This is an optimization exercise on Yosys and OpenROAD, whose aim is small area, a short achievable clock period and few clock cycles, not a production implementation. The RTL was checked by simulation tests, not by an equivalence proof against the original design. Power figures rest on the tool's default switching activity, not on a simulated workload.

<file path="flow/run.sh">
#!/bin/bash
# synth_recipe.tcl (not shown) runs the flow's synth.tcl, then flattens the netlist and writes it again
# the make line also repeats each setting of config.mk as NAME=value (left out here)
make -C /OpenROAD-flow-scripts/flow DESIGN_CONFIG=/design/flow/config.mk WORK_HOME=/design/flow/orfs CLKGATE_MAP_FILE= SYNTH_SCRIPT=/design/flow/synth_recipe.tcl finish
</file>
<file path="flow/config.mk">
export PLATFORM = sky130hd
export DESIGN_NAME = RiscvFemto
export DESIGN_NICKNAME = RiscvFemto
export VERILOG_FILES = /design/flow/design.v
export SDC_FILE = /design/flow/constraint.sdc
export NUM_CORES = 4
export LEC_CHECK = 0
export CAP_MARGIN = 20
export CORE_MARGIN = 2
export CORE_UTILIZATION = 40
export SLEW_MARGIN = 20
</file>
<file path="flow/constraint.sdc">
create_clock -name core_clock -period 10.0 [get_ports {clk}]
set_input_delay 2.0000 -clock core_clock [delete_from_list [all_inputs] [get_ports {clk}]]
set_output_delay 2.0000 -clock core_clock [all_outputs]
set_load 0.01 [all_outputs]
</file>
<file path="flow/design.v">
`default_nettype none
module RiscvFemto (
    input var logic clk,
    input var logic rstn,
    input var logic [31:0] memIn,
    output var logic [31:0] memAddr,
    output var logic memRead,
    output var logic [3:0] memWstrb,
    output var logic [31:0] memWrite
);
logic [31:0] regFile [32];
logic        wbEn;       
logic [4:0]  wbRd;
logic [31:0] wbData;
always_ff @(posedge clk) begin
    if (wbEn) regFile[wbRd] <= wbData;
end
logic        dArrive;    
logic        dHeld;      
logic [31:0] instrD;
logic [31:2] dPC;        
logic        eValid;
logic        eLoad, eStore, eBranch, eJump, eWr;
logic [4:0]  eRd;
logic [2:0]  eF3;
logic        eSra;
logic        eSelAdd, eSelSll, eSelSlt, eSelSltu, eSelXor, eSelSr, eSelOr, eSelAnd, eSelLink;
logic [31:0] rs1E;
logic [31:0] opBE;       
logic        cinE;       
logic [31:0] sdE;        
logic [31:2] targetE;    
logic        ldPend;     
logic        ldWr;
logic [4:0]  ldRd;
logic [2:0]  ldF3;
logic [1:0]  ldA;
wire [32:0] aluSum = {1'b0, rs1E} + {1'b0, opBE} + {32'b0, cinE};
wire aluCarry = aluSum[32];
wire aluEq = &(rs1E ^ opBE);                  
wire aluLtu = !aluCarry;
wire aluLt = aluCarry ^ rs1E[31] ^ opBE[31];
wire [4:0] shamt = opBE[4:0];
wire [31:0] rs1Flip;
for (genvar i = 0; i < 32; i++) assign rs1Flip[i] = rs1E[31-i];
wire [31:0] shIn = eSelSll ? rs1Flip : rs1E;
wire [31:0] shOut = 32'(signed'({eSra & rs1E[31], shIn}) >>> shamt);
wire [31:0] shFlip;
for (genvar i = 0; i < 32; i++) assign shFlip[i] = shOut[31-i];
wire [31:0] eResult =
      ({32{eSelAdd}}  & aluSum[31:0])
    | ({32{eSelSll}}  & shFlip)
    | ({32{eSelSr}}   & shOut)
    | ({32{eSelSlt}}  & {31'b0, aluLt})
    | ({32{eSelSltu}} & {31'b0, aluLtu})
    | ({32{eSelXor}}  & (rs1E ^ opBE))
    | ({32{eSelOr}}   & (rs1E | opBE))
    | ({32{eSelAnd}}  & (rs1E & opBE))
    | ({32{eSelLink}} & {targetE, 2'b00});
logic takeBranch;
always_comb begin
    case (eF3[2:1])
        2'b00: takeBranch = aluEq;
        2'b10: takeBranch = aluLt;
        2'b11: takeBranch = aluLtu;
        default: takeBranch = 1'b0;
    endcase
    takeBranch = takeBranch ^ eF3[0];
end
wire eMem = eValid & (eLoad | eStore);
wire eToSum = eValid & (eLoad | eStore | eJump);
wire eTaken = eValid & eBranch & takeBranch;
wire redirect = eValid & (eJump | (eBranch & takeBranch));
wire [31:2] fPC = dPC + 30'd1;
assign memRead = 1'b1;
assign memAddr = eToSum ? aluSum[31:0]
    : eTaken ? {targetE, 2'b00}
    : {fPC, 2'b00};
wire [1:0] ea = aluSum[1:0];
wire [3:0] storeMask = (eF3[1:0] == 2'b00) ? (4'b0001 << ea)
    : (eF3[1:0] == 2'b01) ? (ea[1] ? 4'b1100 : 4'b0011)
    : 4'b1111;
assign memWstrb = (eValid & eStore) ? storeMask : 4'b0000;
assign memWrite = sdE;
wire [15:0] ldHalf = ldA[1] ? memIn[31:16] : memIn[15:0];
wire [7:0] ldByte = ldA[0] ? ldHalf[15:8] : ldHalf[7:0];
wire ldSign = !ldF3[2] & (ldF3[0] ? ldHalf[15] : ldByte[7]);
wire [31:0] loadData = (ldF3[1:0] == 2'b00) ? {{24{ldSign}}, ldByte}
    : (ldF3[1:0] == 2'b01) ? {{16{ldSign}}, ldHalf}
    : memIn;
assign wbEn = ldPend ? ldWr : (eValid & eWr);
assign wbRd = ldPend ? ldRd : eRd;
assign wbData = ldPend ? loadData : eResult;
wire [31:0] iD = dArrive ? memIn : instrD;
wire dValid = dArrive | dHeld;
wire [4:0] op = iD[6:2];
wire [2:0] f3 = iD[14:12];
wire [4:0] rdId = iD[11:7];
wire [4:0] rs1Id = iD[19:15];
wire [4:0] rs2Id = iD[24:20];
wire dLoad   = !op[4] & !op[3] & !op[2];
wire dStore  = !op[4] &  op[3] & !op[2];
wire dOpImm  = !op[4] & !op[3] &  op[2] & !op[0];
wire dAuipc  = !op[4] & !op[3] &  op[2] &  op[0];
wire dOp     = !op[4] &  op[3] &  op[2] & !op[0];
wire dLui    = !op[4] &  op[3] &  op[2] &  op[0];
wire dBranch =  op[4] & !op[0];
wire dJalr   =  op[4] &  op[0] & !op[1];
wire dJal    =  op[4] &  op[1];
wire dAlu = dOp | dOpImm;
wire [31:0] immI = {{20{iD[31]}}, iD[31:20]};
wire [31:0] immS = {{20{iD[31]}}, iD[31:25], iD[11:7]};
wire [31:0] immB = {{19{iD[31]}}, iD[31], iD[7], iD[30:25], iD[11:8], 1'b0};
wire [31:0] immJ = {{11{iD[31]}}, iD[31], iD[19:12], iD[20], iD[30:21], 1'b0};
wire [31:0] immU = {iD[31:12], 12'b0};
wire [31:0] rf1 = regFile[rs1Id];
wire [31:0] rf2 = regFile[rs2Id];
wire [31:0] rs1v = (rs1Id == 5'd0) ? 32'd0 : (wbEn && wbRd == rs1Id) ? wbData : rf1;
wire [31:0] rs2v = (rs2Id == 5'd0) ? 32'd0 : (wbEn && wbRd == rs2Id) ? wbData : rf2;
wire dSub = dBranch | (dOp & iD[30] & (f3 == 3'b000)) | (dAlu & (f3[2:1] == 2'b01));
wire [31:0] immOp = dStore ? immS : dJal ? immJ : (dLui | dAuipc) ? immU : immI;
wire [31:0] opB = (dOp | dBranch) ? rs2v : immOp;
wire [31:0] opA = dLui ? 32'd0 : (dAuipc | dJal) ? {dPC, 2'b00} : rs1v;
wire [31:2] pcPlusImm = dPC + (dBranch ? immB[31:2] : 30'd1);
wire dAdvance = dValid & !redirect & !(eValid & eLoad);
always_ff @(posedge clk) begin
    rs1E <= opA;
    opBE <= dSub ? ~opB : opB;
    cinE <= dSub;
    sdE <= (f3[1:0] == 2'b00) ? {4{rs2v[7:0]}}
        : (f3[1:0] == 2'b01) ? {2{rs2v[15:0]}}
        : rs2v;
    targetE <= pcPlusImm;
    eLoad <= dLoad;
    eStore <= dStore;
    eBranch <= dBranch;
    eJump <= dJal | dJalr;
    eWr <= !(dBranch | dStore | dLoad) & (rdId != 5'd0);
    eRd <= rdId;
    eF3 <= f3;
    eSra <= iD[30];
    eSelAdd  <= (dAlu & (f3 == 3'b000)) | dLui | dAuipc;
    eSelSll  <= dAlu & (f3 == 3'b001);
    eSelSlt  <= dAlu & (f3 == 3'b010);
    eSelSltu <= dAlu & (f3 == 3'b011);
    eSelXor  <= dAlu & (f3 == 3'b100);
    eSelSr   <= dAlu & (f3 == 3'b101);
    eSelOr   <= dAlu & (f3 == 3'b110);
    eSelAnd  <= dAlu & (f3 == 3'b111);
    eSelLink <= dJal | dJalr;
    instrD <= iD;
    if (!eMem) dPC <= memAddr[31:2];
    ldWr <= eLoad & (eRd != 5'd0);
    ldRd <= eRd;
    ldF3 <= eF3;
    ldA <= ea;
    dArrive <= !eMem;
    dHeld <= dValid & !redirect & eValid & eLoad;
    eValid <= dAdvance;
    ldPend <= eValid & eLoad;
    if (!rstn) begin
        dArrive <= 1'b0;
        dHeld <= 1'b0;
        eValid <= 1'b0;
        ldPend <= 1'b0;
        dPC <= '1;
    end
end
endmodule
`default_nettype wire
</file>
==> results.txt <==
## state kept, by name (all words and copies together) (netlist names), 2 cells and up
name and count:
regFile 1024, opBE 32, rs1E 32, sdE 32
dPC 30, targetE 30, instrD 24, ldRd 5
eRd 4, ldF3 3, eF3 2, ldA 2
## worst max-delay path, delay by kind of cell (launching register included)
| family | cells | cell delay, ns |
|---|---|---|
| adder cells (fa/ha/maj) | 2 | 0.71 |
| AND/OR/NAND/NOR | 6 | 2.07 |
| flip-flops | 1 | 0.50 |
| AO/OA/AOI/OAI | 4 | 1.16 |
| buffers and inverters | 3 | 0.98 |
## final timing paths
kind,startpoint,endpoint,slack [ns],cells past startpoint
min reg2reg,eRd[3],ldRd[3],0.41,0
min,eRd[3],ldRd[3],0.41,0
max reg2reg,dArrive,opBE[3],4.01,12
max,rs1E[0],memAddr[2],1.75,15
## cell families after synthesis
logic type	Yosys count	share of synthesized area (%)
AOI/OAI and AO/OA	1187	12.3
xor gates and xnor gates	121	1.56
adders and majority gates	97	1.82
buffers and inverters	710	4.11
DFF	1239	51.5
muxes	242	4.66
other	1	0.00551
and+or+nand+nor	3760	24.0
## routing by layer
metal / wire length (µm) / vias to the layer above / GRT usage (%) / share of wire [%]
li1: - / 26400 / - / -
met1: 116000 / 30400 / 45.1 / 38
met2: 130000 / 4546 / 50.0 / 42
met3: 37400 / 963 / 8.18 / 12
met4: 23000 / 12 / 22.1 / 7.5
met5: 72 / - / 0 / 0.024
## stage by stage
stage          hold WS, ns  utilization, %  power [mW]
2_1_floorplan        0.356               -        12.1
3_3_place_gp         0.394            42.3        16.2
3_5_place_dp         0.393            42.3        16.2
4_1_cts              0.398            45.0        21.4
5_1_grt              0.422            45.0        22.3
6_report             0.415            45.0        21.7
## power by group through the flow
| stage | registers, mW | clock network [mW] | logic (mW) |
|---|---|---|---|
| after floorplan | 6.99 | 0 | 5.13 |
| after global placement | 7.40 | 0 | 8.82 |
| after detailed placement | 7.40 | 0 | 8.79 |
| after CTS | 7.30 | 5.26 | 8.82 |
| after global routing | 7.33 | 5.45 | 9.50 |
| final | 7.35 | 5.23 | 9.14 |
## cells in the final DEF (no fill, tap or decap), drive strengths merged, types with 101 or more instances in the layout
master	count
clkbuf	186
inv	151
a31oi	117
clkdlybuf4s50	101
mux2i	138
edfxtp	1024
nor2	212
buf	157
nand3	932
nand2	2210
a311oi	238
a21oi	255
dfxtp	215
and3	181
o21ai	173
## cell type report
type | instances | area, µm²
Multi-Input combinational cell | 5408 | 30800
Clock inverter | 67 | 636
Clock buffer | 186 | 3920
Timing Repair Buffer | 258 | 2390
Antenna cell | 6 | 15.0
Sequential cell | 1239 | 35100
Tap cell | 2218 | 2780
Inverter | 148 | 589
Fill cell | 15800 | 92900
==> flow_summary.json <==
{
  "synth-seq-cells": 1239,
  "ys_async_sr_fraction_pct": 0,
  "cts-root-buf": "clkbuf_16",
  "cap_viol_max_count": 0,
  "ys_seq_area_share_pct": 51.5,
  "fmax_ghz": 0.121,
  "hold_class": "reg2reg",
  "syn-num-nets": 7488,
  "grt_util_all_layers_pct": 34.1,
  "start_util_pct": 40.2,
  "antenna_left": 0,
  "clkLatencyLatePin_ns": 0.82,
  "placement_rows": 151,
  "synth_most_common_cell": "nand2_1",
  "place_inst": 9271,
  "cts.sinks": 1239,
  "p_leak_nw": 28.1,
  "wl_per_cell_um": 32.1,
  "hold_viol": 0,
  "p_clk_share_pct": 24.1,
  "drc": 0,
  "required_ns": 8.00,
  "run_status": "complete, no violations",
  "power_frac_seq_pct": 33.8,
  "yosysWarnings": 1,
  "tightest_slew_ns": 1.41,
  "synth_edf_count": 1024,
  "crit_arrival_ns": 6.25,
  "max_stage_delay_ns": 0.73,
  "start_kind": "register",
  "drtIter0Drc": 9744,
  "cts_max_level": 4,
  "grt_pass1_wl_um": 426000,
  "via_count": 62300,
  "ys_top_cells_by_area": "edfxtp_1, nand2_1, nand3_1",
  "hold_buffers": 0,
  "numCtsBuffers": 143,
  "antenna_found_initial": 20,
  "setup-tns-final_ns": 0,
  "grt_max_degree": 171,
  "area_delta_synth_final_pct": 11.9,
  "core_um2": 169000,
  "switching_share_pct": 43.0,
  "cts_max_path_buffers": 3,
  "synthFlopType": "edfxtp_1",
  "setup_viol": 0,
  "dieArea_um2": 173000,
  "synth_top_area_share_pct": 45.2,
  "drt_pass1_iterations": 8,
  "power_switching_mw": 9.34,
  "hpwl_um": 189000,
  "irDropWorstVdd_uv": 205,
  "place_ws_ns": 2.75,
  "fin_ws_ns": 1.75,
  "cts.clk_slew.worst_paths_ns": 0.07,
  "cts_setup_buffers": 0,
  "fin_cells": 9530,
  "placed_area_um2": 71600,
  "cts_resized": 0,
  "synthDistinctLibCells": 95,
  "path_class": "reg2out",
  "drive_gt1_share_pct": 7.86,
  "grt_overflow": 0,
  "slew_viol_final": 0,
  "cts_tree": "yes",
  "synth_common_cells": "nand2_1, edfxtp_1, nand3_1, clkbuf_1, a21oi_1",
  "final_cell_area_um2": 76200,
  "fin_crit_ns": 8.25,
  "end_kind": "output port",
  "combPwrFrac_pct": 42.1,
  "io_pins": 103,
  "synth_top_area_cell": "edfxtp_1",
  "synthCells": 7357,
  "period_share_pct": 82.5,
  "die_h_um": 416,
  "fin_nets": 7329,
  "routed_wl_um": 306000,
  "clock_skew_ns": 0.0416,
  "synth_area_per_cell_um2": 9.25,
  "cp_max_fo": 22,
  "die_w_um": 416,
  "grt_setup_unrepaired": "no",
  "p_int_mw": 12.4,
  "syn-cell-area_um2": 68000,
  "port_buffers": 101,
  "crit_slowest_cell": "or3_1",
  "maxSlewHeadroom_pct": 6.14,
  "crit_chain": "fa_1 > inv_1 > fa_1 > nand2b_1 > a21oi_1 > o31ai_4 > o21ai_2 > a311o_1 > and4_1 > or3_1 > and2_0 > buf_4 > nor3_1 > nor3_1 > clkdlybuf4s50_1",
  "powerDensity_nw_per_um2": 285,
  "place.gp.congestion": 1.09,
  "avgViaCountPerCell": 6.54,
  "grt_pass1_vias": 57000
}
Testbench counts, summed over its fixed seeds: cycles 114,489.

==> afterwards: timing with drivers on the ports <==
No port has a modelled driver above. Below, the same layout with a new extraction and two added sets of constraints. Step 1, drivers: a clkbuf_16 drives clk and a buf_2 each remaining input, both assumed. Step 2 also shifts input and output timing later by t, the mid clock arrival at the registers, as if the neighbouring blocks saw the same clock. Slacks: ideal ports / drivers / drivers and shift; pairs: ideal ports / drivers.
shift t [ns]: 0.882
setup slack, ns: 1.752 / 1.671 / 2.295
pins driven straight from the clock port: 1
After both steps setup and hold are still met in this run. For this run, drivers alone change the setup slack by -0.081 ns; drivers and shift together by +0.543 ns.
